Context: an optimization exercise on an open-source flow, tuned for small area, a short achievable clock period and few clock cycles. The choices shown serve that exercise and are no tape-out recipe.
Function was checked by simulation only, so behaviour that the tests miss may differ from the original.
Power is estimated from default activity; no workload was simulated.

## exponent
module exponent (clock, reset_n, enable, x, a, p, ready);
    input logic clock, reset_n, enable;
    input logic [31:0] x, a;
    output logic [31:0] p;
    output logic ready;
    logic [31:0] b;       
    logic [28:0] e;       
    logic busy;
    logic [31:0] np, nb;
    assign p = ~np;
    assign b = ~nb;
    wire [31:0] s = b | (x & {32{~busy}});
    wire last = (e[28:1] == 28'd0);
    wire keep = reset_n & (busy ? ~last : (ready & enable));
    wire a_ge32 = |a[31:5];
    wire a_ge16 = |a[31:4];
    wire a_ge11 = a_ge16 | (a[3] & (a[2] | (a[1] & a[0])));
    wire a_ge8 = |a[31:3];
    wire a_ge7 = a_ge8 | (&a[2:0]);
    wire a_ge6 = a_ge8 | (&a[2:1]);
    wire a_ge5 = a_ge8 | (a[2] & (a[1] | a[0]));
    wire a_ge4 = |a[31:2];
    wire a_ge3 = a_ge4 | (&a[1:0]);
    wire a_ge2 = |a[31:1];
    wire a_ge1 = |a;
    wire zero = (~x[0] & a_ge32) | (~|x[1:0] & a_ge16) | (~|x[2:0] & a_ge11)
              | (~|x[3:0] & a_ge8) | (~|x[4:0] & a_ge7) | (~|x[5:0] & a_ge6)
              | (~|x[6:0] & a_ge5) | (~|x[7:0] & a_ge4) | (~|x[10:0] & a_ge3)
              | (~|x[15:0] & a_ge2) | (~|x & a_ge1);
    wire [31:0] sq;       
    wire [31:0] pr;       
    wire sq_1;
    wire sq_2;
    wire sq_3;
    wire sq_4;
    wire sq_5;
    wire sq_6;
    wire sq_7;
    wire sq_8;
    wire sq_9;
    wire sq_10;
    wire sq_11;
    wire sq_12;
    wire sq_13;
    wire sq_14;
    wire sq_15;
    wire sq_16;
    wire sq_17;
    wire sq_18;
    wire sq_19;
    wire sq_20;
    wire sq_21;
    wire sq_22;
    wire sq_23;
    wire sq_24;
    wire sq_25;
    wire sq_26;
    wire sq_27;
    wire sq_28;
    wire sq_29;
    wire sq_30;
    wire sq_31;
    wire sq_32;
    wire sq_33;
    wire sq_34;
    wire sq_35;
    wire sq_36;
    wire sq_37;
    wire sq_38;
    wire sq_39;
    wire sq_40;
  ...
==> flow/config.mk <==
export PLATFORM = sky130hd
export DESIGN_NAME = exponent
export DESIGN_NICKNAME = exponent
export VERILOG_FILES = /design/flow/design.v
export SDC_FILE = /design/flow/constraint.sdc
export NUM_CORES = 4
export LEC_CHECK = 0
export CAP_MARGIN = 20
export CORE_MARGIN = 2
export CORE_UTILIZATION = 40
export PLACE_DENSITY = 0.6
export SETUP_SLACK_MARGIN = 3.25
export SLEW_MARGIN = 20
export SYNTH_HIERARCHICAL = 1
==> flow/constraint.sdc <==
create_clock -name core_clock -period 10.0 [get_ports {clock}]
set_input_delay 2.0000 -clock core_clock [delete_from_list [all_inputs] [get_ports {clock}]]
set_output_delay 2.0000 -clock core_clock [all_outputs]
set_load 0.01 [all_outputs]
standard.sh (not shown) runs the stock make flow with config.mk's settings and CLKGATE_MAP_FILE= SYNTH_SCRIPT=/design/flow/synth_recipe.tcl, a recipe that flattens the netlist after the stock synthesis.
==> flow/flow/run.sh <==
#!/bin/bash
# The standard layout (standard.sh, unchanged synthesis), except that
# buffer_ports is told to use buf_2 for the port buffers instead of the
# delay-type buffer it picks on its own. Each step's output goes to its log.
set -euo pipefail
bash standard.sh synth > synth.log 2>&1
BUFFER_PORTS_ARGS="-buffer_cell sky130_fd_sc_hd__buf_2" bash standard.sh finish > finish.log 2>&1
The starting point completed without violations.
Testbench counts at the start, summed over its fixed seeds: cycles 2,126.
Then changed:
==> flow/run.sh (new file) <==
#!/bin/bash
# synth_recipe.tcl (not shown) runs the flow's synth.tcl, then flattens the netlist and writes it again
# the make line also repeats each setting of config.mk as NAME=value (left out here)
make -C /OpenROAD-flow-scripts/flow DESIGN_CONFIG=/design/flow/config.mk WORK_HOME=/design/flow/orfs CLKGATE_MAP_FILE= SYNTH_SCRIPT=/design/flow/synth_recipe.tcl finish
Settings changed: SETUP_SLACK_MARGIN 3.25 to 3.0.
removed: flow/flow/run.sh
removed: flow/standard.sh
=> Register-to-register slack got worse by 0.28 ns; worst setup slack gets worse by 0.42 ns; clock skew falls by 0.012 ns; cell area climbs by 0.49%; synthesized cell count does not change.
Then changed:
Settings changed: SETUP_SLACK_MARGIN 3.0 to 3.5, TNS_END_PERCENT set to 100.
Result:
- design area goes up by 6.5%
- wire length rose by 7.0%
- total power rises by 13%
- die area does not change
- global-route usage rises by 1.6 points

## what the ideal ports hide
How much do the figures lean on ideal ports? The routed layouts below were timed once more, with nothing changed but the port constraints. Step 1 (the two cells are an assumption about what drives the block):
set clk [get_ports {clock}]
set_driving_cell -lib_cell sky130_fd_sc_hd__clkbuf_16 $clk
set_driving_cell -lib_cell sky130_fd_sc_hd__buf_2 [delete_from_list [all_inputs] $clk]
Step 2 adds t to the input delays and takes it off the output delays; t is the mean of the earliest and latest rising clock arrival at the registers after step 1. Input paths then give back, and output paths get back, about the clock's delay inside the block. Slacks: ideal ports / drivers / drivers and shift; pairs: ideal ports / drivers.
run | shift t [ns] | setup WS [ns] | worst slew at a driven data input, ns
the first run | 0.396 | 3.366 / 3.355 / 2.958 | 0.07
the second run | 0.399 | 2.942 / 2.938 / 2.539 | 0.08
the third run | 0.405 | 3.505 / 3.483 / 3.078 | 0.10
After both steps every run listed still meets setup and hold. For the third run, which loses most, drivers alone change the setup slack by -0.022 ns; drivers and shift together by -0.427 ns.
